This is an optimization exercise on Yosys and OpenROAD, whose aim is small area, not a production implementation. The RTL was checked by simulation tests, not by an equivalence proof against the original design.

$ cat design/flow/flow/run.sh
#!/bin/bash
# Own layout flow: the standard flow, except that
#  - synthesis maps the logic with an area-oriented ABC script (amap) and
#    without extract_fa's adder cells, which ABC cannot restructure;
#    registers come out of the same synthesis steps as the standard
#    synthesis, so their names and cell types are unchanged;
#  - no buffers from synthesis, and ports are buffered with the smallest
#    buffer;
#  - the clock tree uses small clock buffers and no dummy loads.
# Each step's full output goes to a log file here.
set -euo pipefail
here=$(pwd)
CTS_BUF=${CTS_BUF:-sky130_fd_sc_hd__clkbuf_8}
rm -rf "$here/scripts_area"
cp -r "$FLOW_HOME/scripts" "$here/scripts_area"
cp "$here/flow/abc_area.script" "$here/scripts_area/abc_area.script"
bash standard.sh SCRIPTS_DIR="$here/scripts_area" ADDER_MAP_FILE= SYNTH_INSBUF=0 synth > "$here/synth.log" 2>&1
export REMOVE_ABC_BUFFERS=1
export BUFFER_PORTS_ARGS="-buffer_cell sky130_fd_sc_hd__buf_1"
export CTS_ARGS="-sink_clustering_enable -repair_clock_nets -dont_use_dummy_load -buf_list $CTS_BUF"
bash standard.sh > "$here/layout.log" 2>&1
test -f "$here/out/final.def"
$ cat design/flow/flow/abc_area.script
strash
dch -f
amap
topo
strash
dch -f
amap
topo
$ cat design/flow/standard.sh
#!/bin/bash
# synth_recipe.tcl (not shown) runs the flow's synth.tcl, then flattens the netlist and writes it again
# the make line also repeats each setting of config.mk as NAME=value (left out here)
make -C /OpenROAD-flow-scripts/flow DESIGN_CONFIG=/design/flow/config.mk WORK_HOME=/design/flow/orfs CLKGATE_MAP_FILE= SYNTH_SCRIPT=/design/flow/synth_recipe.tcl "${@:-finish}"
$ cat design/flow/config.mk
export PLATFORM = sky130hd
export DESIGN_NAME = top
export DESIGN_NICKNAME = top
export VERILOG_FILES = /design/flow/design.v
export SDC_FILE = /design/flow/constraint.sdc
export NUM_CORES = 4
export LEC_CHECK = 0
export ABC_AREA = 1
export CAP_MARGIN = 20
export CORE_MARGIN = 2
export CORE_UTILIZATION = 40
export GPL_TIMING_DRIVEN = 0
export PLACE_DENSITY = 0.6
export SLEW_MARGIN = 20
$ cat design/flow/constraint.sdc
create_clock -name core_clock -period 20.0 [get_ports {CLK100MHZ}]
set_input_delay 4.0000 -clock core_clock [delete_from_list [all_inputs] [get_ports {CLK100MHZ}]]
set_output_delay 4.0000 -clock core_clock [all_outputs]
set_load 0.01 [all_outputs]
$ cat design/flow/design.v
`timescale 1ns / 10ps
package types_pkg;
  parameter int BITS = 16;
  parameter int DIGITS = 8;
endpackage
`timescale 1ns / 10ps
module unbounce_btn (
    input  logic CPU_RESET,   
    input  logic CLOCK,
    input  logic BTN_IN,
    output logic BTN_OUT,
    output logic RISE
);
  logic [2:0] p;
  logic x, last, rise1;
  assign x = BTN_IN ^ BTN_OUT;
  assign last = p[2] & ~p[1];
  always_ff @(posedge CLOCK or posedge CPU_RESET) begin
    if (CPU_RESET) begin
      p       <= 3'b000;
      BTN_OUT <= 1'b0;
    end else begin
      p[2]    <= p[1];
      p[1]    <= p[0];
      p[0]    <= ~(p[2] ^ ~(p[1] | p[0] | x));   
      BTN_OUT <= BTN_OUT ^ last;
    end
  end
  always_ff @(posedge CLOCK) begin
    rise1 <= last & ~BTN_OUT;
    RISE  <= rise1;
  end
endmodule
`timescale 1ns / 10ps
module unbounce_array #(
    parameter int BITS = 16
) (
    input  logic            CPU_RESET,   
    input  logic            CLOCK,
    input  logic [BITS-1:0] BTN_IN,
    output logic [BITS-1:0] BTN_OUT
);
  genvar i;
  for (i = 0; i < BITS; i++) begin : gen_btn
    unbounce_btn u_btn (
        .CPU_RESET(CPU_RESET),
        .CLOCK(CLOCK),
        .BTN_IN(BTN_IN[i]),
        .BTN_OUT(BTN_OUT[i]),
        .RISE()
    );
  end
endmodule
`timescale 1ns / 1ps
`timescale 1ns / 10ps
module divider_nr (
    input  wire         clk,
    input  wire         init,
    input  wire         adj,
    input  wire         adj_sub,
    input  wire         uq,
    input  wire  [15:0] dividend,
    input  wire  [15:0] divisor,      
    input  wire         divisor_neg,  
    output logic [15:0] quotient,
    output logic        rem_neg,
    output logic        last
);
  logic [16:0] rem;
  logic [4:0] count;
  logic [15:0] v1, v2, v3, v4;
  logic s3, s2, s1, s0;
  assign s3 = dividend[15:8] == 8'd0;
  assign v1 = s3 ? {dividend[7:0], 8'd0} : dividend;
  assign s2 = v1[15:12] == 4'd0;
  assign v2 = s2 ? {v1[11:0], 4'd0} : v1;
  assign s1 = v2[15:14] == 2'd0;
  assign v3 = s1 ? {v2[13:0], 2'd0} : v2;
  assign s0 = ~v3[15];
  assign v4 = s0 ? {v3[14:0], 1'b0} : v3;
  logic f;
  assign f = adj_sub ^ divisor_neg;
  logic [16:0] ra, rb, sum;
  logic [17:0] c;
  assign ra = {rem[15:0], quotient[15]};
  assign rb = {divisor[15], divisor} ^ {17{f}};
  assign c[0] = f;
  genvar i;
  for (i = 0; i < 17; i++) begin : g_add
    assign sum[i] = ra[i] ^ rb[i] ^ c[i];
    assign c[i+1] = (ra[i] & rb[i]) | (ra[i] & c[i]) | (rb[i] & c[i]);
  end
  logic [4:0] count_inc;
  assign count_inc[0] = ~count[0];
  assign count_inc[1] = count[1] ^ count[0];
  assign count_inc[2] = count[2] ^ (count[1] & count[0]);
  assign count_inc[3] = count[3] ^ (count[2] & count[1] & count[0]);
  assign count_inc[4] = count[4] ^ (count[3] & count[2] & count[1] & count[0]);
  assign rem_neg = rem[16];
  assign last = count == 5'd16;
  always_ff @(posedge clk) begin
    if (init) begin
      quotient <= v4;
      rem      <= '0;
      count    <= v4[15] ? {1'b0, s3, s2, s1, s0} : 5'd16;
    end else begin
      if (adj) rem <= sum;
      if (uq) begin
        quotient <= {quotient[14:0], ~rem[16]};
        count    <= count_inc;
      end
    end
  end
endmodule
`timescale 1ns / 10ps
module select_btn_action (
    input  logic        clk,
    input  logic        rst,
    input  logic [15:0] SW,
    input  logic        rise_u,
    input  logic        rise_d,
    input  logic        rise_r,
    input  logic        rise_l,
    input  logic        rise_c,
    output logic [15:0] value,      
    output logic        isEdit,
    output logic        total_neg
);
  localparam logic [3:0]
      IDLE  = 4'd0,    
      START = 4'd1,    
      INIT  = 4'd2,
      LS    = 4'd3,
      ADJ0  = 4'd4,
      ADJ1  = 4'd5,
      UQ    = 4'd6,
      TN    = 4'd7,
      TR1   = 4'd8,
      ADJ2  = 4'd9,
      DONE  = 4'd10,
      FIN   = 4'd11;   
  logic [3:0] st;
  logic [15:0] total;
  logic [15:0] abs_total;
  logic [15:0] quotient;
  logic rem_neg, last;
  logic sw_lo_nz;
  assign total_neg = total[15];
  logic [15:0] low_or;
  assign low_or[0] = 1'b0;
  genvar i;
  for (i = 1; i < 16; i++) begin : g_abs
    assign low_or[i] = low_or[i-1] | total[i-1];
  end
  assign abs_total = total ^ ({16{total[15]}} & low_or);
  assign value = isEdit ? SW : abs_total;
  assign sw_lo_nz = SW[14:0] != 15'd0;
  divider_nr u_divider (
      .clk(clk),
      .init(st == INIT),
      .adj(st == ADJ0 || st == ADJ1),
      .adj_sub(st == ADJ1),
      .uq(st == UQ),
      .dividend(abs_total),
      .divisor(SW),
      .divisor_neg(SW[15] & sw_lo_nz),
      .quotient(quotient),
      .rem_neg(rem_neg),
      .last(last)
  );
  always_ff @(posedge clk) begin
    if (rst) begin
      st <= IDLE;
    end else begin
      case (st)
        IDLE:    if (rise_l && (SW[15] || sw_lo_nz)) st <= START;
        START:   st <= INIT;
        INIT:    st <= LS;
        LS:      st <= rem_neg ? ADJ0 : ADJ1;
        ADJ0:    st <= UQ;
        ADJ1:    st <= UQ;
        UQ:      st <= TN;
        TN:      st <= last ? TR1 : LS;
        TR1:     st <= rem_neg ? ADJ2 : DONE;
        ADJ2:    st <= DONE;
        DONE:    st <= FIN;
        default: st <= IDLE;
      endcase
    end
  end
  logic fin, neg;
  logic mul, unit, as, sub, qfin, qneg;
  logic [15:0] y;
  assign fin  = st == FIN;
  assign neg  = total[15] ^ SW[15];
  assign qfin = fin & ~rst;
  assign qneg = qfin & neg;
  assign mul  = ~rst & ~fin & rise_r;
  assign unit = ~rst & ~fin & ~rise_r;
  assign as   = unit & (rise_d | rise_u);
  assign sub  = unit & rise_d;
  mac16 u_mac (
      .a(total),
      .sw(SW),
      .q(quotient),
      .mul(mul),
      .unit(unit),
      .as(as),
      .sub(sub),
      .fin(qfin),
      .qneg(qneg),
      .y(y)
  );
  always_ff @(posedge clk) begin
    total <= y;
    if (rst) isEdit <= 1'b1;
    else if (rise_c) isEdit <= ~isEdit;
  end
endmodule
module mac16 (
    input  logic [15:0] a,      
    input  logic [15:0] sw,     
    input  logic [15:0] q,      
    input  logic        mul,    
    input  logic        unit,   
    input  logic        as,     
    input  logic        sub,
    input  logic        fin,    
    input  logic        qneg,
    output logic [15:0] y
);
  logic [15:0] m;
  assign m = mul ? sw : {15'd0, unit};
  wire one_0 = m[0] ^ 1'b0;
  wire two_0 = (m[1] & ~m[0] & ~1'b0) | (~m[1] & m[0] & 1'b0);
  wire neg_0 = m[1] ^ qneg;
  wire pp_0_0 = ((a[0] & one_0) | (q[0] & fin)) ^ neg_0;
  wire pp_0_1 = ((a[1] & one_0) | (a[0] & two_0) | (q[1] & fin)) ^ neg_0;
  wire pp_0_2 = ((a[2] & one_0) | (a[1] & two_0) | (q[2] & fin)) ^ neg_0;
  wire pp_0_3 = ((a[3] & one_0) | (a[2] & two_0) | (q[3] & fin)) ^ neg_0;
  wire pp_0_4 = ((a[4] & one_0) | (a[3] & two_0) | (q[4] & fin)) ^ neg_0;
  wire pp_0_5 = ((a[5] & one_0) | (a[4] & two_0) | (q[5] & fin)) ^ neg_0;
  wire pp_0_6 = ((a[6] & one_0) | (a[5] & two_0) | (q[6] & fin)) ^ neg_0;
  wire pp_0_7 = ((a[7] & one_0) | (a[6] & two_0) | (q[7] & fin)) ^ neg_0;
  wire pp_0_8 = ((a[8] & one_0) | (a[7] & two_0) | (q[8] & fin)) ^ neg_0;
  wire pp_0_9 = ((a[9] & one_0) | (a[8] & two_0) | (q[9] & fin)) ^ neg_0;
  wire pp_0_10 = ((a[10] & one_0) | (a[9] & two_0) | (q[10] & fin)) ^ neg_0;
  wire pp_0_11 = ((a[11] & one_0) | (a[10] & two_0) | (q[11] & fin)) ^ neg_0;
  wire pp_0_12 = ((a[12] & one_0) | (a[11] & two_0) | (q[12] & fin)) ^ neg_0;
  wire pp_0_13 = ((a[13] & one_0) | (a[12] & two_0) | (q[13] & fin)) ^ neg_0;
  wire pp_0_14 = ((a[14] & one_0) | (a[13] & two_0) | (q[14] & fin)) ^ neg_0;
  wire pp_0_15 = ((a[15] & one_0) | (a[14] & two_0) | (q[15] & fin)) ^ neg_0;
  wire one_1 = m[2] ^ m[1];
  wire two_1 = (m[3] & ~m[2] & ~m[1]) | (~m[3] & m[2] & m[1]);
  wire neg_1 = m[3] ^ sub;
  wire pp_1_0 = ((a[0] & one_1) | (sw[2] & as)) ^ neg_1;
  wire pp_1_1 = ((a[1] & one_1) | (a[0] & two_1) | (sw[3] & as)) ^ neg_1;
  wire pp_1_2 = ((a[2] & one_1) | (a[1] & two_1) | (sw[4] & as)) ^ neg_1;
  wire pp_1_3 = ((a[3] & one_1) | (a[2] & two_1) | (sw[5] & as)) ^ neg_1;
  wire pp_1_4 = ((a[4] & one_1) | (a[3] & two_1) | (sw[6] & as)) ^ neg_1;
  wire pp_1_5 = ((a[5] & one_1) | (a[4] & two_1) | (sw[7] & as)) ^ neg_1;
  wire pp_1_6 = ((a[6] & one_1) | (a[5] & two_1) | (sw[8] & as)) ^ neg_1;
  wire pp_1_7 = ((a[7] & one_1) | (a[6] & two_1) | (sw[9] & as)) ^ neg_1;
  wire pp_1_8 = ((a[8] & one_1) | (a[7] & two_1) | (sw[10] & as)) ^ neg_1;
  wire pp_1_9 = ((a[9] & one_1) | (a[8] & two_1) | (sw[11] & as)) ^ neg_1;
  wire pp_1_10 = ((a[10] & one_1) | (a[9] & two_1) | (sw[12] & as)) ^ neg_1;
  wire pp_1_11 = ((a[11] & one_1) | (a[10] & two_1) | (sw[13] & as)) ^ neg_1;
  wire pp_1_12 = ((a[12] & one_1) | (a[11] & two_1) | (sw[14] & as)) ^ neg_1;
  wire pp_1_13 = ((a[13] & one_1) | (a[12] & two_1) | (sw[15] & as)) ^ neg_1;
  wire one_2 = m[4] ^ m[3];
  wire two_2 = (m[5] & ~m[4] & ~m[3]) | (~m[5] & m[4] & m[3]);
  wire neg_2 = m[5];
  wire pp_2_0 = ((a[0] & one_2)) ^ neg_2;
  wire pp_2_1 = ((a[1] & one_2) | (a[0] & two_2)) ^ neg_2;
  wire pp_2_2 = ((a[2] & one_2) | (a[1] & two_2)) ^ neg_2;
  wire pp_2_3 = ((a[3] & one_2) | (a[2] & two_2)) ^ neg_2;
  wire pp_2_4 = ((a[4] & one_2) | (a[3] & two_2)) ^ neg_2;
  wire pp_2_5 = ((a[5] & one_2) | (a[4] & two_2)) ^ neg_2;
  wire pp_2_6 = ((a[6] & one_2) | (a[5] & two_2)) ^ neg_2;
  wire pp_2_7 = ((a[7] & one_2) | (a[6] & two_2)) ^ neg_2;
  wire pp_2_8 = ((a[8] & one_2) | (a[7] & two_2)) ^ neg_2;
  wire pp_2_9 = ((a[9] & one_2) | (a[8] & two_2)) ^ neg_2;
  wire pp_2_10 = ((a[10] & one_2) | (a[9] & two_2)) ^ neg_2;
  wire pp_2_11 = ((a[11] & one_2) | (a[10] & two_2)) ^ neg_2;
  wire one_3 = m[6] ^ m[5];
  wire two_3 = (m[7] & ~m[6] & ~m[5]) | (~m[7] & m[6] & m[5]);
  wire neg_3 = m[7];
  wire pp_3_0 = ((a[0] & one_3)) ^ neg_3;
  wire pp_3_1 = ((a[1] & one_3) | (a[0] & two_3)) ^ neg_3;
  wire pp_3_2 = ((a[2] & one_3) | (a[1] & two_3)) ^ neg_3;
  wire pp_3_3 = ((a[3] & one_3) | (a[2] & two_3)) ^ neg_3;
  wire pp_3_4 = ((a[4] & one_3) | (a[3] & two_3)) ^ neg_3;
  wire pp_3_5 = ((a[5] & one_3) | (a[4] & two_3)) ^ neg_3;
  wire pp_3_6 = ((a[6] & one_3) | (a[5] & two_3)) ^ neg_3;
  wire pp_3_7 = ((a[7] & one_3) | (a[6] & two_3)) ^ neg_3;
  wire pp_3_8 = ((a[8] & one_3) | (a[7] & two_3)) ^ neg_3;
  wire pp_3_9 = ((a[9] & one_3) | (a[8] & two_3)) ^ neg_3;
  wire one_4 = m[8] ^ m[7];
  wire two_4 = (m[9] & ~m[8] & ~m[7]) | (~m[9] & m[8] & m[7]);
  wire neg_4 = m[9];
  wire pp_4_0 = ((a[0] & one_4)) ^ neg_4;
  wire pp_4_1 = ((a[1] & one_4) | (a[0] & two_4)) ^ neg_4;
  wire pp_4_2 = ((a[2] & one_4) | (a[1] & two_4)) ^ neg_4;
  wire pp_4_3 = ((a[3] & one_4) | (a[2] & two_4)) ^ neg_4;
  wire pp_4_4 = ((a[4] & one_4) | (a[3] & two_4)) ^ neg_4;
  wire pp_4_5 = ((a[5] & one_4) | (a[4] & two_4)) ^ neg_4;
  wire pp_4_6 = ((a[6] & one_4) | (a[5] & two_4)) ^ neg_4;
  wire pp_4_7 = ((a[7] & one_4) | (a[6] & two_4)) ^ neg_4;
  wire one_5 = m[10] ^ m[9];
  wire two_5 = (m[11] & ~m[10] & ~m[9]) | (~m[11] & m[10] & m[9]);
  wire neg_5 = m[11];
  wire pp_5_0 = ((a[0] & one_5)) ^ neg_5;
  wire pp_5_1 = ((a[1] & one_5) | (a[0] & two_5)) ^ neg_5;
  wire pp_5_2 = ((a[2] & one_5) | (a[1] & two_5)) ^ neg_5;
  wire pp_5_3 = ((a[3] & one_5) | (a[2] & two_5)) ^ neg_5;
  wire pp_5_4 = ((a[4] & one_5) | (a[3] & two_5)) ^ neg_5;
  wire pp_5_5 = ((a[5] & one_5) | (a[4] & two_5)) ^ neg_5;
  wire one_6 = m[12] ^ m[11];
  wire two_6 = (m[13] & ~m[12] & ~m[11]) | (~m[13] & m[12] & m[11]);
  wire neg_6 = m[13];
  wire pp_6_0 = ((a[0] & one_6)) ^ neg_6;
  wire pp_6_1 = ((a[1] & one_6) | (a[0] & two_6)) ^ neg_6;
  wire pp_6_2 = ((a[2] & one_6) | (a[1] & two_6)) ^ neg_6;
  wire pp_6_3 = ((a[3] & one_6) | (a[2] & two_6)) ^ neg_6;
  wire one_7 = m[14] ^ m[13];
  wire two_7 = (m[15] & ~m[14] & ~m[13]) | (~m[15] & m[14] & m[13]);
  wire neg_7 = m[15];
  wire pp_7_0 = ((a[0] & one_7)) ^ neg_7;
  wire pp_7_1 = ((a[1] & one_7) | (a[0] & two_7)) ^ neg_7;
  wire e_0 = (sw[0] & as) ^ sub;
  wire e_1 = (sw[1] & as) ^ sub;
  wire n01 = m[1] | m[3];   
  wire cin = qneg | sub | m[1];
  wire r1p = m[3];
  wire fs_0 = pp_0_0 ^ e_0 ^ cin;
  wire fc_0 = (pp_0_0 & e_0) | (pp_0_0 & cin) | (e_0 & cin);
  assign y[0] = fs_0;
  wire fs_1 = pp_0_1 ^ e_1 ^ fc_0;
  wire fc_1 = (pp_0_1 & e_1) | (pp_0_1 & fc_0) | (e_1 & fc_0);
  assign y[1] = fs_1;
  wire fs_2 = pp_0_2 ^ pp_1_0 ^ r1p;
  wire fc_2 = (pp_0_2 & pp_1_0) | (pp_0_2 & r1p) | (pp_1_0 & r1p);
  wire hs_0 = fc_1 ^ fs_2;
  wire hc_0 = fc_1 & fs_2;
  assign y[2] = hs_0;
  wire fs_3 = pp_0_3 ^ pp_1_1 ^ fc_2;
  wire fc_3 = (pp_0_3 & pp_1_1) | (pp_0_3 & fc_2) | (pp_1_1 & fc_2);
  wire hs_1 = hc_0 ^ fs_3;
  wire hc_1 = hc_0 & fs_3;
  assign y[3] = hs_1;
  wire fs_4 = pp_0_4 ^ pp_1_2 ^ pp_2_0;
  wire fc_4 = (pp_0_4 & pp_1_2) | (pp_0_4 & pp_2_0) | (pp_1_2 & pp_2_0);
  wire fs_5 = neg_2 ^ fc_3 ^ hc_1;
  wire fc_5 = (neg_2 & fc_3) | (neg_2 & hc_1) | (fc_3 & hc_1);
  wire hs_2 = fs_4 ^ fs_5;
  wire hc_2 = fs_4 & fs_5;
  assign y[4] = hs_2;
  wire fs_6 = pp_0_5 ^ pp_1_3 ^ pp_2_1;
  wire fc_6 = (pp_0_5 & pp_1_3) | (pp_0_5 & pp_2_1) | (pp_1_3 & pp_2_1);
  wire fs_7 = fc_4 ^ fc_5 ^ hc_2;
  wire fc_7 = (fc_4 & fc_5) | (fc_4 & hc_2) | (fc_5 & hc_2);
  wire hs_3 = fs_6 ^ fs_7;
  wire hc_3 = fs_6 & fs_7;
  assign y[5] = hs_3;
  wire fs_8 = pp_0_6 ^ pp_1_4 ^ pp_2_2;
  wire fc_8 = (pp_0_6 & pp_1_4) | (pp_0_6 & pp_2_2) | (pp_1_4 & pp_2_2);
  wire fs_9 = pp_3_0 ^ neg_3 ^ fc_6;
  wire fc_9 = (pp_3_0 & neg_3) | (pp_3_0 & fc_6) | (neg_3 & fc_6);
  wire fs_10 = fc_7 ^ hc_3 ^ fs_8;
  wire fc_10 = (fc_7 & hc_3) | (fc_7 & fs_8) | (hc_3 & fs_8);
  wire hs_4 = fs_9 ^ fs_10;
  wire hc_4 = fs_9 & fs_10;
  assign y[6] = hs_4;
  wire fs_11 = pp_0_7 ^ pp_1_5 ^ pp_2_3;
  wire fc_11 = (pp_0_7 & pp_1_5) | (pp_0_7 & pp_2_3) | (pp_1_5 & pp_2_3);
  wire fs_12 = pp_3_1 ^ fc_8 ^ fc_9;
  wire fc_12 = (pp_3_1 & fc_8) | (pp_3_1 & fc_9) | (fc_8 & fc_9);
  wire fs_13 = fc_10 ^ hc_4 ^ fs_11;
  wire fc_13 = (fc_10 & hc_4) | (fc_10 & fs_11) | (hc_4 & fs_11);
  wire hs_5 = fs_12 ^ fs_13;
  wire hc_5 = fs_12 & fs_13;
  assign y[7] = hs_5;
  wire fs_14 = pp_0_8 ^ pp_1_6 ^ pp_2_4;
  wire fc_14 = (pp_0_8 & pp_1_6) | (pp_0_8 & pp_2_4) | (pp_1_6 & pp_2_4);
  wire fs_15 = pp_3_2 ^ pp_4_0 ^ neg_4;
  wire fc_15 = (pp_3_2 & pp_4_0) | (pp_3_2 & neg_4) | (pp_4_0 & neg_4);
  wire fs_16 = fc_11 ^ fc_12 ^ fc_13;
  wire fc_16 = (fc_11 & fc_12) | (fc_11 & fc_13) | (fc_12 & fc_13);
  wire fs_17 = hc_5 ^ fs_14 ^ fs_15;
  wire fc_17 = (hc_5 & fs_14) | (hc_5 & fs_15) | (fs_14 & fs_15);
  wire hs_6 = fs_16 ^ fs_17;
  wire hc_6 = fs_16 & fs_17;
  assign y[8] = hs_6;
  wire fs_18 = pp_0_9 ^ pp_1_7 ^ pp_2_5;
  wire fc_18 = (pp_0_9 & pp_1_7) | (pp_0_9 & pp_2_5) | (pp_1_7 & pp_2_5);
  wire fs_19 = pp_3_3 ^ pp_4_1 ^ fc_14;
  wire fc_19 = (pp_3_3 & pp_4_1) | (pp_3_3 & fc_14) | (pp_4_1 & fc_14);
  wire fs_20 = fc_15 ^ fc_16 ^ fc_17;
  wire fc_20 = (fc_15 & fc_16) | (fc_15 & fc_17) | (fc_16 & fc_17);
  wire fs_21 = hc_6 ^ fs_18 ^ fs_19;
  wire fc_21 = (hc_6 & fs_18) | (hc_6 & fs_19) | (fs_18 & fs_19);
  wire hs_7 = fs_20 ^ fs_21;
  wire hc_7 = fs_20 & fs_21;
  assign y[9] = hs_7;
  wire fs_22 = pp_0_10 ^ pp_1_8 ^ pp_2_6;
  wire fc_22 = (pp_0_10 & pp_1_8) | (pp_0_10 & pp_2_6) | (pp_1_8 & pp_2_6);
  wire fs_23 = pp_3_4 ^ pp_4_2 ^ pp_5_0;
  wire fc_23 = (pp_3_4 & pp_4_2) | (pp_3_4 & pp_5_0) | (pp_4_2 & pp_5_0);
  wire fs_24 = neg_5 ^ fc_18 ^ fc_19;
  wire fc_24 = (neg_5 & fc_18) | (neg_5 & fc_19) | (fc_18 & fc_19);
  wire fs_25 = fc_20 ^ fc_21 ^ hc_7;
  wire fc_25 = (fc_20 & fc_21) | (fc_20 & hc_7) | (fc_21 & hc_7);
  wire fs_26 = fs_22 ^ fs_23 ^ fs_24;
  wire fc_26 = (fs_22 & fs_23) | (fs_22 & fs_24) | (fs_23 & fs_24);
  wire hs_8 = fs_25 ^ fs_26;
  wire hc_8 = fs_25 & fs_26;
  assign y[10] = hs_8;
  wire fs_27 = pp_0_11 ^ pp_1_9 ^ pp_2_7;
  wire fc_27 = (pp_0_11 & pp_1_9) | (pp_0_11 & pp_2_7) | (pp_1_9 & pp_2_7);
  wire fs_28 = pp_3_5 ^ pp_4_3 ^ pp_5_1;
  wire fc_28 = (pp_3_5 & pp_4_3) | (pp_3_5 & pp_5_1) | (pp_4_3 & pp_5_1);
  wire fs_29 = fc_22 ^ fc_23 ^ fc_24;
  wire fc_29 = (fc_22 & fc_23) | (fc_22 & fc_24) | (fc_23 & fc_24);
  wire fs_30 = fc_25 ^ fc_26 ^ hc_8;
  wire fc_30 = (fc_25 & fc_26) | (fc_25 & hc_8) | (fc_26 & hc_8);
  wire fs_31 = fs_27 ^ fs_28 ^ fs_29;
  wire fc_31 = (fs_27 & fs_28) | (fs_27 & fs_29) | (fs_28 & fs_29);
  wire hs_9 = fs_30 ^ fs_31;
  wire hc_9 = fs_30 & fs_31;
  assign y[11] = hs_9;
  wire fs_32 = pp_0_12 ^ pp_1_10 ^ pp_2_8;
  wire fc_32 = (pp_0_12 & pp_1_10) | (pp_0_12 & pp_2_8) | (pp_1_10 & pp_2_8);
  wire fs_33 = pp_3_6 ^ pp_4_4 ^ pp_5_2;
  wire fc_33 = (pp_3_6 & pp_4_4) | (pp_3_6 & pp_5_2) | (pp_4_4 & pp_5_2);
  wire fs_34 = pp_6_0 ^ neg_6 ^ fc_27;
  wire fc_34 = (pp_6_0 & neg_6) | (pp_6_0 & fc_27) | (neg_6 & fc_27);
  wire fs_35 = fc_28 ^ fc_29 ^ fc_30;
  wire fc_35 = (fc_28 & fc_29) | (fc_28 & fc_30) | (fc_29 & fc_30);
  wire fs_36 = fc_31 ^ hc_9 ^ fs_32;
  wire fc_36 = (fc_31 & hc_9) | (fc_31 & fs_32) | (hc_9 & fs_32);
  wire fs_37 = fs_33 ^ fs_34 ^ fs_35;
  wire fc_37 = (fs_33 & fs_34) | (fs_33 & fs_35) | (fs_34 & fs_35);
  wire hs_10 = fs_36 ^ fs_37;
  wire hc_10 = fs_36 & fs_37;
  assign y[12] = hs_10;
  wire fs_38 = pp_0_13 ^ pp_1_11 ^ pp_2_9;
  wire fc_38 = (pp_0_13 & pp_1_11) | (pp_0_13 & pp_2_9) | (pp_1_11 & pp_2_9);
  wire fs_39 = pp_3_7 ^ pp_4_5 ^ pp_5_3;
  wire fc_39 = (pp_3_7 & pp_4_5) | (pp_3_7 & pp_5_3) | (pp_4_5 & pp_5_3);
  wire fs_40 = pp_6_1 ^ fc_32 ^ fc_33;
  wire fc_40 = (pp_6_1 & fc_32) | (pp_6_1 & fc_33) | (fc_32 & fc_33);
  wire fs_41 = fc_34 ^ fc_35 ^ fc_36;
  wire fc_41 = (fc_34 & fc_35) | (fc_34 & fc_36) | (fc_35 & fc_36);
  wire fs_42 = fc_37 ^ hc_10 ^ fs_38;
  wire fc_42 = (fc_37 & hc_10) | (fc_37 & fs_38) | (hc_10 & fs_38);
  wire fs_43 = fs_39 ^ fs_40 ^ fs_41;
  wire fc_43 = (fs_39 & fs_40) | (fs_39 & fs_41) | (fs_40 & fs_41);
  wire hs_11 = fs_42 ^ fs_43;
  wire hc_11 = fs_42 & fs_43;
  assign y[13] = hs_11;
  wire fs_44 = pp_0_14 ^ pp_1_12 ^ pp_2_10;
  wire fc_44 = (pp_0_14 & pp_1_12) | (pp_0_14 & pp_2_10) | (pp_1_12 & pp_2_10);
  wire fs_45 = pp_3_8 ^ pp_4_6 ^ pp_5_4;
  wire fc_45 = (pp_3_8 & pp_4_6) | (pp_3_8 & pp_5_4) | (pp_4_6 & pp_5_4);
  wire fs_46 = pp_6_2 ^ pp_7_0 ^ neg_7;
  wire fc_46 = (pp_6_2 & pp_7_0) | (pp_6_2 & neg_7) | (pp_7_0 & neg_7);
  wire fs_47 = fc_38 ^ fc_39 ^ fc_40;
  wire fc_47 = (fc_38 & fc_39) | (fc_38 & fc_40) | (fc_39 & fc_40);
  wire fs_48 = fc_41 ^ fc_42 ^ fc_43;
  wire fc_48 = (fc_41 & fc_42) | (fc_41 & fc_43) | (fc_42 & fc_43);
  wire fs_49 = hc_11 ^ fs_44 ^ fs_45;
  wire fc_49 = (hc_11 & fs_44) | (hc_11 & fs_45) | (fs_44 & fs_45);
  wire fs_50 = fs_46 ^ fs_47 ^ fs_48;
  wire fc_50 = (fs_46 & fs_47) | (fs_46 & fs_48) | (fs_47 & fs_48);
  wire hs_12 = fs_49 ^ fs_50;
  wire hc_12 = fs_49 & fs_50;
  assign y[14] = hs_12;
  assign y[15] = pp_0_15 ^ pp_1_13 ^ pp_2_11 ^ pp_3_9 ^ pp_4_7 ^ pp_5_5 ^ pp_6_3 ^ pp_7_1 ^ fc_44 ^ fc_45 ^ fc_46 ^ fc_47 ^ fc_48 ^ fc_49 ^ fc_50 ^ hc_12;
endmodule
`timescale 1ns / 10ps
module bin_to_bcd (
    input  logic [15:0] bin,
    output logic [19:0] bcd
);
  integer i, j;
  logic [19:0] temp;
  logic [15:0] bin_work;
  always_comb begin
    bin_work = bin;
    temp = '0;
    for (i = 15; i >= 0; i--) begin
      for (j = 0; j < 5; j++) begin
        if (temp[j*4+:4] >= 4'd5) temp[j*4+:4] = temp[j*4+:4] + 4'd3;
      end
      {temp, bin_work} = {temp, bin_work} << 1;
    end
    bcd = temp;
  end
endmodule
`timescale 1ns / 10ps
module dec_cat_map (
    input  [3:0] encoded,
    output logic [7:0] cathode
);
  always @* begin
    case (encoded)
      4'h0: cathode = 8'b11000000;
      4'h1: cathode = 8'b11111001;
      4'h2: cathode = 8'b10100100;
      4'h3: cathode = 8'b10110000;
      4'h4: cathode = 8'b10011001;
      4'h5: cathode = 8'b10010010;
      4'h6: cathode = 8'b10000010;
      4'h7: cathode = 8'b11111000;
      4'h8: cathode = 8'b10000000;
      4'h9: cathode = 8'b10010000;
      4'hb: cathode = 8'b10111111;
      4'hc: cathode = 8'b00000110;
      default: cathode = 8'b11111111;
    endcase
  end
endmodule
`timescale 1ns / 10ps
module seg_display_calc (
    input  logic [15:0] value,
    input  logic        isEdit,
    input  logic        total_neg,
    input  logic [2:0]  digit,
    output logic [3:0]  code
);
  logic [19:0] bcd;
  bin_to_bcd u_bcd (
      .bin(value),
      .bcd(bcd)
  );
  logic z1, z2, z3, z4;
  assign z4 = bcd[19:16] == 4'd0;
  assign z3 = z4 & (bcd[15:12] == 4'd0);
  assign z2 = z3 & (bcd[11:8] == 4'd0);
  assign z1 = z2 & (bcd[7:4] == 4'd0);
  always_comb begin
    case (digit)
      3'd0: code = bcd[3:0];
      3'd1: code = z1 ? 4'd10 : bcd[7:4];
      3'd2: code = z2 ? 4'd10 : bcd[11:8];
      3'd3: code = z3 ? 4'd10 : bcd[15:12];
      3'd4: code = z4 ? 4'd10 : bcd[19:16];
      3'd7: code = isEdit ? 4'd12 : (total_neg ? 4'd11 : 4'd10);
      default: code = 4'd10;
    endcase
  end
endmodule
module clock_seg_display (
    input  logic clk,
    input  logic rst,
    output logic step
);
  localparam logic [13:0] RST_STATE = 14'h3ea0;   
  localparam logic [13:0] LOOP_STATE = 14'h3a80;   
  localparam logic [13:0] HIT_MASK = 14'h3eb7;   
  localparam logic [13:0] HIT_VALUE = 14'h1236;
  logic [13:0] s;
  logic fb;
  assign fb   = ~(s[13] ^ s[4] ^ s[2] ^ s[0]);
  assign step = (s & HIT_MASK) == HIT_VALUE;
  always_ff @(posedge clk) begin
    if (rst) s <= RST_STATE;
    else if (step) s <= LOOP_STATE;
    else s <= {s[12:0], fb};
  end
endmodule
module seg_display (
    input  logic       clk,
    input  logic       rst,
    input  logic       step,
    input  logic [3:0] code_next,
    output logic [2:0] digit_next,
    output logic [7:0] AN,
    output logic       CA, CB, CC, CD, CE, CF, CG, DP
);
  logic [2:0] digit;
  logic [3:0] code;
  logic [7:0] cathode;
  assign digit_next[0] = digit[0] ^ step;
  assign digit_next[1] = digit[1] ^ (digit[0] & step);
  assign digit_next[2] = digit[2] ^ (digit[1] & digit[0] & step);
  always_ff @(posedge clk) begin
    digit <= rst ? 3'd0 : digit_next;
    code  <= code_next;
  end
  always_comb begin
    AN = 8'hff;
    AN[digit] = 1'b0;
  end
  dec_cat_map u_map (
      .encoded(code),
      .cathode(cathode)
  );
  assign {DP, CG, CF, CE, CD, CC, CB, CA} = cathode;
endmodule
`timescale 1ns / 100ps
module sys_pll (
    input  wire clk_in1,
    output wire clk_out1
);
  assign clk_out1 = clk_in1;
endmodule
`timescale 1ns / 100ps
module top (
    input  wire          CLK100MHZ,
    input  wire          CPU_RESETN,
    input  wire   [15:0] SW,
    output logic  [15:0] LED,
    input  wire          BTNC,
    input  wire          BTNU,
    input  wire          BTNL,
    input  wire          BTNR,
    input  wire          BTND,
    output logic  [ 7:0] AN,
    output logic         CA,
    output logic         CB,
    output logic         CC,
    output logic         CD,
    output logic         CE,
    output logic         CF,
    output logic         CG,
    output logic         DP,
    output logic         LED16_B,
    output logic         LED16_G,
    output logic         LED16_R,
    output logic         LED17_B,
    output logic         LED17_G,
    output logic         LED17_R
);
  assign {LED16_B, LED16_G, LED16_R, LED17_B, LED17_G, LED17_R} = 6'b000000;
  wire rst = ~CPU_RESETN;
  wire clk;
  sys_pll u_sys_pll (
      .clk_in1 (CLK100MHZ),
      .clk_out1(clk)
  );
  logic rise_c, rise_u, rise_l, rise_r, rise_d;
  logic [15:0] SW_DEB;
  unbounce_btn deb_btnC (.CPU_RESET(rst), .CLOCK(clk), .BTN_IN(BTNC), .BTN_OUT(), .RISE(rise_c));
  unbounce_btn deb_btnU (.CPU_RESET(rst), .CLOCK(clk), .BTN_IN(BTNU), .BTN_OUT(), .RISE(rise_u));
  unbounce_btn deb_btnL (.CPU_RESET(rst), .CLOCK(clk), .BTN_IN(BTNL), .BTN_OUT(), .RISE(rise_l));
  unbounce_btn deb_btnR (.CPU_RESET(rst), .CLOCK(clk), .BTN_IN(BTNR), .BTN_OUT(), .RISE(rise_r));
  unbounce_btn deb_btnD (.CPU_RESET(rst), .CLOCK(clk), .BTN_IN(BTND), .BTN_OUT(), .RISE(rise_d));
  unbounce_array debouncer (
      .CPU_RESET(rst),
      .CLOCK(clk),
      .BTN_IN(SW),
      .BTN_OUT(SW_DEB)
  );
  assign LED = SW_DEB;
  logic [15:0] value;
  logic isEdit, total_neg;
  select_btn_action u_calc (
      .clk(clk),
      .rst(rst),
      .SW(SW_DEB),
      .rise_u(rise_u),
      .rise_d(rise_d),
      .rise_r(rise_r),
      .rise_l(rise_l),
      .rise_c(rise_c),
      .value(value),
      .isEdit(isEdit),
      .total_neg(total_neg)
  );
  logic step;
  clock_seg_display u_timer (
      .clk (clk),
      .rst (rst),
      .step(step)
  );
  logic [2:0] digit_next;
  logic [3:0] code_next;
  seg_display_calc u_code (
      .value(value),
      .isEdit(isEdit),
      .total_neg(total_neg),
      .digit(digit_next),
      .code(code_next)
  );
  seg_display u_disp (
      .clk(clk),
      .rst(rst),
      .step(step),
      .code_next(code_next),
      .digit_next(digit_next),
      .AN(AN),
      .CA(CA), .CB(CB), .CC(CC), .CD(CD), .CE(CE), .CF(CF), .CG(CG), .DP(DP)
  );
endmodule
==> results of run 1 <==
==> worst max path at each step <==
stage	from	to	slack [ns]	cells after the start
2_1_floorplan	CPU_RESETN	u_calc.total[15]	7.10	65
3_3_place_gp	CPU_RESETN	u_calc.total[15]	-0.78	64
3_5_place_dp	u_calc.total[0]	u_disp.cathode[3]	5.04	83
4_1_cts	u_calc.total[0]	u_disp.cathode[3]	4.98	83
5_1_grt	u_calc.total[0]	u_disp.cathode[3]	2.74	83
6_report	u_calc.total[0]	u_disp.cathode[3]	4.96	83
==> flip-flops by register name (all words and copies together), names as in the netlist, 3 cells and up <==
name and count:
debouncer.gen_btn.u_btn.p 48, u_calc.u_divider.rem 17, debouncer.gen_btn.u_btn.BTN_OUT 16, u_calc.total 16, u_calc.u_divider.quotient 16, u_timer.s 14
u_disp.cathode 8, u_calc.u_divider.count 5, u_calc.st 4, deb_btnC.p 3, deb_btnD.p 3, deb_btnL.p 3
deb_btnR.p 3, deb_btnU.p 3, u_disp.digit 3
==> logic make-up (layout without fill, tap and decap cells) <==
group	Yosys count	after routing	share of synthesized area, %
buffers and inverters	155	236	4.71
xor gates and xnor gates	6	6	0.425
AOI/OAI and AO/OA	649	649	32.0
other	1	6	0.0303
DFF	178	178	33.9
and+or+nand+nor	851	851	28.9
==> area by class of cell <==
cell class | count | area, sq um
Fill cell | 3140 | 17000
Multi-Input combinational cell | 1512 | 7630
Sequential cell | 178 | 4190
Inverter | 155 | 582
Tap cell | 396 | 495
Timing Repair Buffer | 64 | 347
Clock buffer | 17 | 234
==> through the flow <==
stage / util, % / instance area, sq um / hold slack (ns) / instances
floorplan: - / 12400 / 0.310 / 1845
global placement: 42.9 / 13100 / 0.313 / 2295
detailed placement: 43.4 / 13200 / 0.312 / 2305
CTS: 44.2 / 13500 / 0.327 / 2322
global route: 44.2 / 13500 / 0.341 / 2322
finish: 44.2 / 13500 / 0.324 / 2322
==> routing by layer <==
layer / wire [um] / share of wire (%) / up-vias / track usage (%)
met5: 0 / 0 / - / 0
met4: 688 / 2.0 / 0 / 6.57
met1: 16300 / 47 / 5665 / 28.7
li1: - / - / 6756 / -
met3: 2020 / 5.9 / 57 / 3.44
met2: 15500 / 45 / 328 / 34.7
==> layout by cell type, fill, tap and decap left out, drive strengths merged, types with 4 or more instances in the layout <==
cell,Yosys,layout
and3,5,5
dfxtp,73,73
a2111oi,23,23
nor2b,43,43
and2,32,32
o22a,31,31
a31oi,5,5
nand4,4,4
nand3,28,28
o21a,18,18
a221oi,5,5
conb,1,6
buf,0,64
o32ai,4,4
nor4,5,5
xor2,4,4
nor3,30,30
dfrtp,84,84
a22oi,18,18
nor2,517,517
edfxtp,21,21
o22ai,120,120
a21oi,208,208
nand2,159,159
o21ai,150,150
o221ai,29,29
clkbuf,0,17
o31a,10,10
clkinv,155,155
or2,11,11
a211oi,16,16
or3,11,11
==> worst max-delay path: cells and delay by family (launching register included) <==
family | cells | cell delay (ns)
compound gates | 18 | 3.48
buf+inv | 7 | 1.07
flops | 1 | 0.43
simple gates | 58 | 9.89
==> flow_summary.yaml, run 1 <==
layout:
  diodes: 0
  drive_gt1_share_pct: 1.77
  area_growth_pct: 9.04
  nets: 1951
floorplan:
  die_area_sq_um: 32300
  rows: 64
  pin_count: 61
  die_x_um: 180
  die_h_um: 180
  start_util_pct: 40.5
  coreArea_sq_um: 30500
logic_synthesis:
  synth.area.top_cells: "dfrtp_1 (17%), nor2_1 (16%), dfxtp_1 (12%)"
  yosysTopAreaCell: "dfrtp_1"
  synth_edf_count: 21
  synthCells: 1840
  yosys_most_used_dff: "dfrtp_1"
  synthTopCellsByCount: "nor2_1 (517), a21oi_1 (208), nand2_1 (159), clkinv_1 (155), o21ai_0 (150)"
  ys_seq_elements: 178
  synth.top_cell.area_share_pct: 17.0
  synth_area_sq_um: 12400
  synth_most_common_cell: "nor2_1"
  synth.distinct_cells: 44
  async_flop_share_pct: 47.2
  yosysSeqAreaShare_pct: 33.9
  syn_area_per_cell_sq_um: 6.72
  ys_warn_count: 8
placed_design:
  port_buffers: 54
  dp_worst_setup_slack_ns: 5.04
  hpwl_um: 26700
  gp_congestion: 0.884
timing:
  setup_slack_ns: 4.96
  fin_setup_tns_ns: 0
  rsz0062_at_grt: "false"
  final.min_clock_period_ns: 15.04
  final_hold_viol_count: 0
  skew_ns: 0.0282
  setup_violations: 0
  max_slew_margin_pct: 32.8
  timing.final.crit_share_pct: 75.2
  worst_pin_slew_ns: 1.00
  drv_slew: 0
  max_freq_ghz: 0.0665
clock_tree:
  postCtsSetupRepairBufs: 0
  clock-sinks: 178
  clock_path_buffers: 2
  cts_hold_buf: 0
  clock_latency_ns: 0.48
  clk_pin_slew_ns: 0.09
  cts_max_level: 4
  cts_tree: "done"
  cts-buffers-inserted: 17
  cts_root_buffer: "clkbuf_8"
  post_cts_resized: 0
critical_path:
  r2r_cells: 83
  r2r_slack_ns: 4.96
  crit_path_end_kind: "flop"
  startpoint_type: "flop"
  rr_endpoint: "u_disp.cathode[3]"
  crit_top_cell: "nor2_1"
  worstPathMaxFanout: 7
  critPathKind: "reg2reg"
  timing.rr.start: "u_calc.total[0]"
  cpMaxStageDelayCell: "o21ai_0"
  cp.required_ns: 20.38
  worstPathArrival_ns: 15.42
  max_stage_delay_ns: 0.48
route:
  wl_per_cell_um: 14.8
  viasPerCell: 5.52
  drt_iter0_markers: 995
  ant_nets: 0
  drc: 0
  routed-via-count: 12800
  first_pass_iters: 5
  routed_wirelength_um: 34400
min_path:
  hp-start: "deb_btnC.rise1"
  min_path_cells: 0
  hold_class: "reg2reg"
  min_to: "deb_btnC.RISE"
grt:
  grt_usage_pct: 21.2
  grt_max_degree: 34
  grt_pass1_vias: 11700
  grt_antenna_before_repair: 0
  grt_pass1_wl_um: 56900
  grt_remaining_overflow: 0
flow_run:
  cap_violations: 0
outcome:
  status: "finished clean"
==> inputs of run 2 (changes only) <==
==> design/flow/flow/run.sh (replaced) <==
#!/bin/bash
# Own layout flow: the standard flow, except that
#  - synthesis maps the logic with an area-oriented ABC script (amap) and
#    without extract_fa's adder cells, which ABC cannot restructure;
#    registers come out of the same synthesis steps as the standard
#    synthesis, so their names and cell types are unchanged;
#  - ports are buffered with the smallest buffer;
#  - the clock tree uses small clock buffers and no dummy loads.
# Each step's full output goes to a log file here.
set -euo pipefail
here=$(pwd)
CTS_BUF=${CTS_BUF:-sky130_fd_sc_hd__clkbuf_8}
rm -rf "$here/scripts_area"
cp -r "$FLOW_HOME/scripts" "$here/scripts_area"
cp "$here/flow/abc_area.script" "$here/scripts_area/abc_area.script"
bash standard.sh SCRIPTS_DIR="$here/scripts_area" ADDER_MAP_FILE= synth > "$here/synth.log" 2>&1
export BUFFER_PORTS_ARGS="-buffer_cell sky130_fd_sc_hd__buf_1"
export CTS_ARGS="-sink_clustering_enable -repair_clock_nets -dont_use_dummy_load -buf_list $CTS_BUF"
bash standard.sh > "$here/layout.log" 2>&1
test -f "$here/out/final.def"
--- a/design/flow/config.mk
+++ b/design/flow/config.mk
@@ -9,6 +9,5 @@
 export CAP_MARGIN = 20
 export CORE_MARGIN = 2
 export CORE_UTILIZATION = 40
-export GPL_TIMING_DRIVEN = 0
 export PLACE_DENSITY = 0.6
 export SLEW_MARGIN = 20
==> run 2 against run 1 <==
  * Still clean on timing, DRC and antenna
  * Sequential share of layout area grew 0.13 points
  * Die area grew 1.3%
  * Synthesized area grew 1.3%
  * Critical path depth shrank 6
  * Design area shrank 0.43%
  * Worst setup slack lost 0.24 ns
  * Utilization shrank 0.53 points
  * Worst hold slack gained 0.0049 ns
  * Non-clock buffer count grew 4
  * Via count grew 1.1%
  * Synthesized cell count grew 1.2%
  * Critical endpoint unchanged
==> flow_summary.yaml, run 2 <==
flow_run:
  cap_violations: 0
logic_synthesis:
  yosysTopAreaCell: "dfrtp_1"
  synth_edf_count: 21
  synth_most_common_cell: "nor2_1"
  synth.area.top_cells: "dfrtp_1 (17%), nor2_1 (15%), dfxtp_1 (12%)"
  syn_area_per_cell_sq_um: 6.73
  synthCells: 1862
  synth_area_sq_um: 12500
  ys_seq_elements: 178
  yosysSeqAreaShare_pct: 33.5
  synth.distinct_cells: 45
  yosys_most_used_dff: "dfrtp_1"
  async_flop_share_pct: 47.2
  ys_warn_count: 8
  synth.top_cell.area_share_pct: 16.8
  synthTopCellsByCount: "nor2_1 (517), a21oi_1 (208), nand2_1 (159), clkinv_1 (155), o21ai_0 (150)"
route:
  first_pass_iters: 6
  viasPerCell: 5.57
  ant_nets: 0
  routed_wirelength_um: 36300
  drt_iter0_markers: 963
  wl_per_cell_um: 15.6
  drc: 0
  routed-via-count: 12900
critical_path:
  cpMaxStageDelayCell: "o21ai_0"
  cp.required_ns: 20.34
  critPathKind: "reg2reg"
  timing.rr.start: "u_calc.total[0]"
  crit_path_end_kind: "flop"
  max_stage_delay_ns: 0.49
  r2r_slack_ns: 4.72
  worstPathMaxFanout: 7
  rr_endpoint: "u_disp.cathode[3]"
  startpoint_type: "flop"
  r2r_cells: 77
  crit_path_end: "u_disp.cathode[3]"
  crit_top_cell: "nor2_1"
  worstPathArrival_ns: 15.62
  crit_start: "u_calc.total[0]"
layout:
  fin_cells: 2326
  final_cell_mix: "nor2_1 (517), a21oi_1 (208), nand2_1 (159)"
  largest_registers: "debouncer.gen_btn.u_btn.p (48), u_calc.u_divider.rem (17)"
  area_growth_pct: 7.14
  diodes: 0
  final_common_cell: "nor2_1"
  regMostFlops: "debouncer.gen_btn.u_btn.p"
  largest_reg_flops: 48
  drive_gt1_share_pct: 1.66
  nets: 1955
clock_tree:
  cts_max_level: 4
  post_cts_resized: 0
  cts-buffers-inserted: 17
  clock-sinks: 178
  clk_pin_slew_ns: 0.08
  cts_root_buffer: "clkbuf_8"
  clock_path_buffers: 2
  postCtsSetupRepairBufs: 0
  cts_hold_buf: 0
  cts_tree: "done"
  clock_latency_ns: 0.47
floorplan:
  die_area_sq_um: 32700
  coreArea_sq_um: 30700
  rows: 64
  start_util_pct: 40.7
  die_h_um: 181
  pin_count: 61
  die_x_um: 181
timing:
  final_hold_viol_count: 0
  hold-worst-slack_ns: 0.329
  skew_ns: 0.0405
  worst_pin_slew_ns: 1.01
  max_freq_ghz: 0.0654
  final.min_clock_period_ns: 15.28
  timing.final.crit_share_pct: 76.4
  setup_slack_ns: 4.72
  fin_setup_tns_ns: 0
  drv_slew: 0
  setup_violations: 0
  max_slew_margin_pct: 32.1
  rsz0062_at_grt: "false"
grt:
  grt_pass1_vias: 11700
  grt_antenna_before_repair: 0
  grt_max_degree: 54
  grt_usage_pct: 22.0
  grt_pass1_wl_um: 58400
  grt_remaining_overflow: 0
placed_design:
  dp_worst_setup_slack_ns: 4.98
  hpwl_um: 27700
  port_buffers: 54
  placed_cells: 2309
  gp_congestion: 0.894
min_path:
  hold_class: "reg2reg"
outcome:
  status: "finished clean"
run 2: cell count changes in the layout (fill, tap and decap cells not counted), moves of 2 or more:
| cell | delta |
|---|---|
| buf_12 | -2 |
| buf_4 | +11 |
| buf_6 | -2 |
| buf_8 | -2 |
| nor2_1 | +3 |
| nor2_2 | -3 |
| o21ai_0 | +3 |
| o21ai_1 | -2 |
run 2: kinds of logic (layout without fill, tap and decap cells):
| kind of cell | Yosys count | after routing | share of synthesized area, % |
|---|---|---|---|
| buf+inv | 177 | 240 | 5.96 |
| simple gates | 851 | 851 | 28.5 |
| compound gates | 649 | 649 | 31.6 |
| flops | 178 | 178 | 33.5 |
| other cells | 1 | 6 | 0.0299 |
| xor+xnor | 6 | 6 | 0.419 |
run 2: routing by layer:
| layer | up-vias | routed length, um | track usage [%] |
|---|---|---|---|
| li1 | 6772 | - | - |
| met1 | 5708 | 16700 | 29.7 |
| met2 | 405 | 16200 | 35.6 |
| met3 | 60 | 2570 | 4.05 |
| met4 | 0 | 794 | 6.89 |
| met5 | - | 0 | 0 |
run 2: how the worst min path moves through the flow:
stage | start | to | slack [ns] | cells past startpoint
floorplan | deb_btnC.rise1 | deb_btnC.RISE | 0.31 | 0
global placement | deb_btnC.rise1 | deb_btnC.RISE | 0.31 | 0
detailed placement | deb_btnU.rise1 | deb_btnU.RISE | 0.32 | 0
CTS | deb_btnL.rise1 | deb_btnL.RISE | 0.33 | 0
global route | deb_btnL.rise1 | deb_btnL.RISE | 0.33 | 0
finish | deb_btnL.rise1 | deb_btnL.RISE | 0.33 | 0
run 2: cell type report:
cell class                      instances  area [sq um]
Inverter                              155           582
Clock buffer                           17           234
Fill cell                            3229         17300
Timing Repair Buffer                   68           312
Tap cell                              396           495
Multi-Input combinational cell       1512          7600
Sequential cell                       178          4190
run 2: through the flow:
| stage | util (%) | instance area [sq um] |
|---|---|---|
| floorplan | - | 12500 |
| global placement | 42.9 | 13200 |
| detailed placement | 42.9 | 13200 |
| CTS | 43.6 | 13400 |
| global route | 43.6 | 13400 |
| finish | 43.6 | 13400 |
run 2: worst max-delay path: cells and delay by family (launching register included):
| family | cells | cell delay [ns] |
|---|---|---|
| AO/OA/AOI/OAI | 23 | 5.53 |
| buffers and inverters | 10 | 1.46 |
| flip-flops | 1 | 0.44 |
| AND/OR/NAND/NOR | 44 | 7.76 |
==> inputs of run 3 (changes only) <==
--- a/design/flow/flow/run.sh
+++ b/design/flow/flow/run.sh
@@ -1,6 +1,7 @@
 #!/bin/bash
 # Own layout flow: the standard flow, except that
-#  - synthesis maps the logic with an area-oriented ABC script (amap) and
+#  - synthesis maps the logic with an area-oriented ABC script (deepsyn,
+#    then amap) and
 #    without extract_fa's adder cells, which ABC cannot restructure;
 #    registers come out of the same synthesis steps as the standard
 #    synthesis, so their names and cell types are unchanged;
==> design/flow/flow/abc_area.script (replaced) <==
strash
&get -n
&deepsyn -T 60
&put
dch -f
amap
topo
--- a/design/flow/config.mk
+++ b/design/flow/config.mk
@@ -9,5 +9,5 @@
 export CAP_MARGIN = 20
 export CORE_MARGIN = 2
 export CORE_UTILIZATION = 40
-export PLACE_DENSITY = 0.6
+export PLACE_DENSITY = 0.62
 export SLEW_MARGIN = 20
==> run 3 against run 2 <==
  * Synthesized cell count fell by 5.7%
  * Critical path type unchanged
  * Critical path depth rose by 4
  * Count of clock-buffer cells in the layout unchanged
  * Register-to-register slack improved by 0.60 ns
  * Via count down 4.4%
==> flow_summary.yaml, run 3 <==
outcome:
  status: "finished clean"
layout:
  fillers: 3055
  final_common_cell: "nor2_1"
  drive_gt1_share_pct: 1.76
  fin_cells: 2212
  multi_input_area_sq_um: 6980
  regMostFlops: "debouncer.gen_btn.u_btn.p"
  seq_area_sq_um: 4190
  nets: 1847
  final_cell_mix: "nor2_1 (401), a21oi_1 (219), o21ai_0 (205)"
  area_growth_pct: 7.37
  largest_registers: "debouncer.gen_btn.u_btn.p (48), u_calc.u_divider.rem (17)"
  largest_reg_flops: 48
  diodes: 0
timing:
  rsz0062_at_grt: "false"
  hold-worst-slack_ns: 0.326
  final_hold_viol_count: 0
  setup_slack_ns: 5.32
  max_slew_margin_pct: 36.3
  max_freq_ghz: 0.0681
  final.min_clock_period_ns: 14.68
  drv_slew: 0
  setup_violations: 0
  skew_ns: 0.0299
  timing.final.crit_share_pct: 73.4
  fin_setup_tns_ns: 0
  worst_pin_slew_ns: 0.950
route:
  first_pass_iters: 6
  drt_iter0_markers: 989
  viasPerCell: 5.59
  wl_met2_um: 15400
  routedLengthMet1_um: 16900
  routed-via-count: 12400
  routed_wirelength_um: 34800
  dr_wl_met3_um: 1710
  wl_per_cell_um: 15.7
  top_layer: "met4"
  drc: 0
  ant_nets: 0
clock_tree:
  cts-buffers-inserted: 17
  cts_max_level: 4
  clock_path_buffers: 2
  post_cts_resized: 0
  cts_tree: "done"
  clock_latency_ns: 0.48
  clock-sinks: 178
  cts_hold_buf: 0
  clk_pin_slew_ns: 0.10
  cts_root_buffer: "clkbuf_8"
  postCtsSetupRepairBufs: 0
logic_synthesis:
  synthTopCellsByCount: "nor2_1 (401), a21oi_1 (219), o21ai_0 (205), clkinv_1 (180), nand2_1 (168)"
  synth_edf_count: 21
  syn_area_per_cell_sq_um: 6.83
  async_flop_share_pct: 47.2
  yosysSeqAreaShare_pct: 35.0
  synth_area_sq_um: 12000
  synth_most_common_cell: "nor2_1"
  synth.top_cell.area_share_pct: 17.5
  synth.distinct_cells: 45
  yosys_most_used_dff: "dfrtp_1"
  ys_seq_elements: 178
  yosysTopAreaCell: "dfrtp_1"
  synth.area.top_cells: "dfrtp_1 (18%), nor2_1 (13%), dfxtp_1 (12%)"
  synthCells: 1756
  ys_warn_count: 8
floorplan:
  coreArea_sq_um: 29600
  rows: 63
  die_h_um: 177
  start_util_pct: 40.6
  pin_count: 61
  die_area_sq_um: 31400
  die_x_um: 177
critical_path:
  worstPathArrival_ns: 15.05
  startpoint_type: "flop"
  r2r_slack_ns: 5.32
  critPathKind: "reg2reg"
  max_stage_delay_ns: 0.57
  cpMaxStageDelayCell: "a221oi_1"
  cp.required_ns: 20.36
  worstPathMaxFanout: 12
  crit_path_end_kind: "flop"
  crit_top_cell: "nor2_1"
grt:
  grt_max_degree: 68
  grt_remaining_overflow: 0
  grt_usage_pct: 22.6
  grt_pass1_wl_um: 56300
  grt_antenna_before_repair: 0
  grt_pass1_vias: 11100
placed_design:
  gp_congestion: 0.904
  port_buffers: 54
  dp_worst_setup_slack_ns: 5.53
  placed_cells: 2194
  hpwl_um: 26000
flow_run:
  cap_violations: 0
min_path:
  hold_class: "reg2reg"
run 3: cell count changes after synthesis, moves of 14 or more:
cell	delta
a222oi_1	+14
and2_0	-21
clkinv_1	+25
nor2_1	-116
nor2b_1	-37
nor3_1	-14
o21a_1	+17
o21ai_0	+55
o221ai_1	-17
run 3: area by class of cell:
class	instances	share of cell area, %
multi-input cells	1381	54.3
clock buffers	17	1.82
inverters	180	5.25
flip-flops and latches	178	32.6
repair buffers	66	2.30
well taps	390	3.79
run 3: worst paths after layout:
kind                                 startpoint                                 end  cells after the start
worst max-delay path            u_calc.total[3]                   u_disp.cathode[4]                     81
worst min-delay path             deb_btnL.rise1                       deb_btnL.RISE                      0
worst max register to register  u_calc.total[3]                   u_disp.cathode[4]                     81
worst min register to register   deb_btnL.rise1                       deb_btnL.RISE                      0
max in group asynchronous            CPU_RESETN  debouncer.gen_btn[6].u_btn.BTN_OUT                      2
min in group asynchronous            CPU_RESETN                    deb_btnL.BTN_OUT                      1
run 3: logic make-up (layout without fill, tap and decap cells):
group | after synthesis | in the layout | synth area share (%)
other | 1 | 6 | 0.0313
flip-flops | 178 | 178 | 35.0
XOR/XNOR | 2 | 2 | 0.146
AND/OR/NAND/NOR | 665 | 665 | 22.6
buffers and inverters | 202 | 263 | 7.01
AO/OA/AOI/OAI | 708 | 708 | 35.3
run 3: critical path: cells and delay by family, from the launching register on:
family,cells,cell delay [ns]
AOI/OAI and AO/OA,29,6.85
and+or+nand+nor,40,5.21
buffers and inverters,12,2.10
DFF,1,0.39
run 3: routing by layer:
layer,GRT usage [%],vias to the layer above
met1,31.4,5559
met3,3.03,54
met4,6.51,0
met2,36.6,338
li1,-,6421
met5,0,-
run 3: metrics by stage:
stage,cell area [sq um],util (%)
floorplan,12000,-
global placement,12600,42.7
detailed placement,12600,42.7
CTS,12900,43.5
global route,12900,43.5
finish,12900,43.5
==> inputs of run 4 (changes only) <==
--- a/design/flow/design.v
+++ b/design/flow/design.v
@@ -68,21 +68,27 @@
 );
   logic [16:0] rem;
   logic [4:0] count;
-  logic [15:0] v1, v2, v3, v4;
-  logic s3, s2, s1, s0;
-  assign s3 = dividend[15:8] == 8'd0;
-  assign v1 = s3 ? {dividend[7:0], 8'd0} : dividend;
-  assign s2 = v1[15:12] == 4'd0;
-  assign v2 = s2 ? {v1[11:0], 4'd0} : v1;
-  assign s1 = v2[15:14] == 2'd0;
-  assign v3 = s1 ? {v2[13:0], 2'd0} : v2;
-  assign s0 = ~v3[15];
-  assign v4 = s0 ? {v3[14:0], 1'b0} : v3;
+  logic [7:0] h8;
+  logic [3:0] h4;
+  logic [1:0] h2;
+  logic z8, z4, z2, z1, zero;
+  assign z8 = dividend[15:8] == 8'd0;
+  assign h8 = z8 ? dividend[7:0] : dividend[15:8];
+  assign z4 = h8[7:4] == 4'd0;
+  assign h4 = z4 ? h8[3:0] : h8[7:4];
+  assign z2 = h4[3:2] == 2'd0;
+  assign h2 = z2 ? h4[1:0] : h4[3:2];
+  assign z1 = ~h2[1];
+  assign zero = z8 & z4 & z2 & z1 & ~h2[0];
+  logic [3:0] p;
+  assign p = ~count[3:0];
+  logic qbit;
+  assign qbit = quotient[p];
   logic f;
   assign f = adj_sub ^ divisor_neg;
   logic [16:0] ra, rb, sum;
   logic [17:0] c;
-  assign ra = {rem[15:0], quotient[15]};
+  assign ra = {rem[15:0], qbit};
   assign rb = {divisor[15], divisor} ^ {17{f}};
   assign c[0] = f;
   genvar i;
@@ -100,14 +106,14 @@
   assign last = count == 5'd16;
   always_ff @(posedge clk) begin
     if (init) begin
-      quotient <= v4;
+      quotient <= dividend;
       rem      <= '0;
-      count    <= v4[15] ? {1'b0, s3, s2, s1, s0} : 5'd16;
+      count    <= zero ? 5'd16 : {1'b0, z8, z4, z2, z1};
     end else begin
       if (adj) rem <= sum;
       if (uq) begin
-        quotient <= {quotient[14:0], ~rem[16]};
-        count    <= count_inc;
+        quotient[p] <= ~rem[16];
+        count       <= count_inc;
       end
     end
   end
==> run 4 against run 3 <==
  * Non-clock buffer count is 1 lower
  * Worst hold slack better by 0.0039 ns
  * Die area hardly changed
  * First-iteration DRC count is 8.9% higher
  * Cell count is 0.59% lower
  * Sequential share of layout area hardly changed
  * Design area is 0.13% lower
  * Register-to-register slack better by 0.40 ns
  * Via count is 2.1% lower
  * Clock skew is 0.0043 ns lower
  * Largest cell class unchanged
==> flow_summary.yaml, run 4 <==
floorplan:
  start_util_pct: 40.5
  coreArea_sq_um: 29600
  die_area_sq_um: 31400
  pin_count: 61
  die_h_um: 177
  rows: 63
  die_x_um: 177
layout:
  nets: 1834
  largest_reg_flops: 48
  regMostFlops: "debouncer.gen_btn.u_btn.p"
  area_growth_pct: 7.26
  fin_cells: 2199
  drive_gt1_share_pct: 1.66
  largest_registers: "debouncer.gen_btn.u_btn.p (48), u_calc.u_divider.rem (17)"
  final_common_cell: "nor2_1"
  diodes: 0
  final_cell_mix: "nor2_1 (389), a21oi_1 (215), o21ai_0 (211)"
timing:
  final.min_clock_period_ns: 14.28
  max_freq_ghz: 0.0700
  fin_setup_tns_ns: 0
  max_slew_margin_pct: 24.6
  skew_ns: 0.0255
  setup_violations: 0
  timing.final.crit_share_pct: 71.4
  final_hold_viol_count: 0
  drv_slew: 0
logic_synthesis:
  yosys_most_used_dff: "dfrtp_1"
  ys_warn_count: 8
  synth.area.top_cells: "dfrtp_1 (18%), dfxtp_1 (12%), nor2_1 (12%)"
  syn_area_per_cell_sq_um: 6.87
  synth_area_sq_um: 12000
  synth_most_common_cell: "nor2_1"
  yosysSeqAreaShare_pct: 35.0
  yosysTopAreaCell: "dfrtp_1"
  synth_edf_count: 21
  synthTopCellsByCount: "nor2_1 (389), a21oi_1 (215), o21ai_0 (211), clkinv_1 (182), nand2_1 (168)"
  ys_seq_elements: 178
flow_run:
  cap_violations: 0
critical_path:
  startpoint_type: "flop"
  r2r_slack_ns: 5.72
  cpMaxStageDelayCell: "nor4_1"
  crit_top_cell: "nor2_1"
  critPathKind: "reg2reg"
  max_stage_delay_ns: 0.51
  cp.required_ns: 20.37
  crit_path_end_kind: "flop"
grt:
  grt_pass1_vias: 10700
  grt_remaining_overflow: 0
  grt_antenna_before_repair: 0
  grt_usage_pct: 21.7
  grt_max_degree: 57
  grtUsageMet3_pct: 4.10
clock_tree:
  post_cts_resized: 0
  cts_hold_buf: 0
  cts_tree: "done"
  cts_root_buffer: "clkbuf_8"
  clock-sinks: 178
  cts_max_level: 4
placed_design:
  gp_congestion: 0.876
  port_buffers: 54
route:
  first_pass_iters: 6
  drc: 0
  routed-via-count: 12100
  routed_wirelength_um: 33100
  ant_nets: 0
  viasPerCell: 5.51
outcome:
  status: "finished clean"
min_path:
  hold_class: "reg2reg"
run 4: cell count changes after synthesis, moves of 6 or more:
cell	before	now
o22ai_1	117	92
o21ai_0	205	211
o311a_1	0	11
a211oi_1	5	11
nor4_1	2	8
nor2b_1	6	12
nor2_1	401	389
run 4: cell families after synthesis:
kind of cell | count (synthesis) | share of synthesized area, %
flip-flops | 178 | 35.0
AND/OR/NAND/NOR | 657 | 22.4
other | 1 | 0.0313
buffers and inverters | 204 | 7.08
AO/OA/AOI/OAI | 701 | 35.3
XOR/XNOR | 3 | 0.219
run 4: final timing paths:
check / startpoint / to / cells after the start
setup / recovery: u_calc.total[1] / u_disp.cathode[4] / 79
hold / removal: deb_btnD.rise1 / deb_btnD.RISE / 0
setup reg to reg: u_calc.total[1] / u_disp.cathode[4] / 79
hold reg to reg: deb_btnD.rise1 / deb_btnD.RISE / 0
max in group asynchronous: CPU_RESETN / debouncer.gen_btn[7].u_btn.p[1] / 2
min in group asynchronous: CPU_RESETN / deb_btnU.BTN_OUT / 1
run 4: layout make-up:
cell class / instances / area, sq um / area share, %
inverter: 182 / 683 / 5.31
clock buffer: 17 / 234 / 1.82
timing repair buffer: 65 / 289 / 2.25
tap: 390 / 488 / 3.80
sequential: 178 / 4190 / 32.6
multi-input combinational: 1367 / 6970 / 54.2
run 4: worst max-delay path: cells and delay by family (launching register included):
kind                   cells  cell delay, ns
AO/OA/AOI/OAI             29            6.15
AND/OR/NAND/NOR           36            5.51
buffers and inverters     14            2.15
flip-flops                 1            0.37
run 4: through the flow:
stage | utilization [%] | hold slack (ns) | worst slack, ns | cell area, sq um
after floorplan | - | 0.310 | 8.18 | 12000
after global placement | 42.7 | 0.312 | 6.10 | 12600
after detailed placement | 42.7 | 0.312 | 5.84 | 12600
after CTS | 43.5 | 0.330 | 5.77 | 12900
after global routing | 43.5 | 0.339 | 3.30 | 12900
final | 43.5 | 0.330 | 5.72 | 12900
run 4: per-layer routing:
layer	routed length, um	part of all wire, %	vias up
met5	0	0	-
met4	1030	3.1	0
met3	2090	6.3	55
met2	14200	43	349
met1	15800	48	5298
li1	-	-	6412

## port drivers added, routing unchanged
The results above use ideal ports. As a check the final layouts listed here were re-extracted and re-timed, cells and wires unchanged.
Step 1 assumes that a clkbuf_16 drives the clock port and a buf_2 every other input.
Step 2 moves the port delays by t, midway between the first and last clock arrival at a register: inputs arrive t later, outputs are due t later. That takes back most of the time a late clock gives input paths.
a / b / c = ideal / step 1 / step 2; a / b = the first two.
run | t (ns) | slack for setup (ns) | worst hold slack (ns) | worst data-port slew with drivers (ns) | pins driven straight from the clock port
run 1 | 0.512 | 4.956 / 4.956 / 4.956 | 0.324 / 0.324 / 0.324 | 0.04 | 1
run 2 | 0.496 | 4.720 / 4.720 / 4.720 | 0.329 / 0.329 / 0.329 | 0.04 | 1
run 3 | 0.512 | 5.318 / 5.318 / 5.318 | 0.326 / 0.326 / 0.326 | 0.04 | 1
run 4 | 0.518 | 5.720 / 5.720 / 5.720 | 0.330 / 0.330 / 0.330 | 0.04 | 1
After both steps every run listed still meets setup and hold.
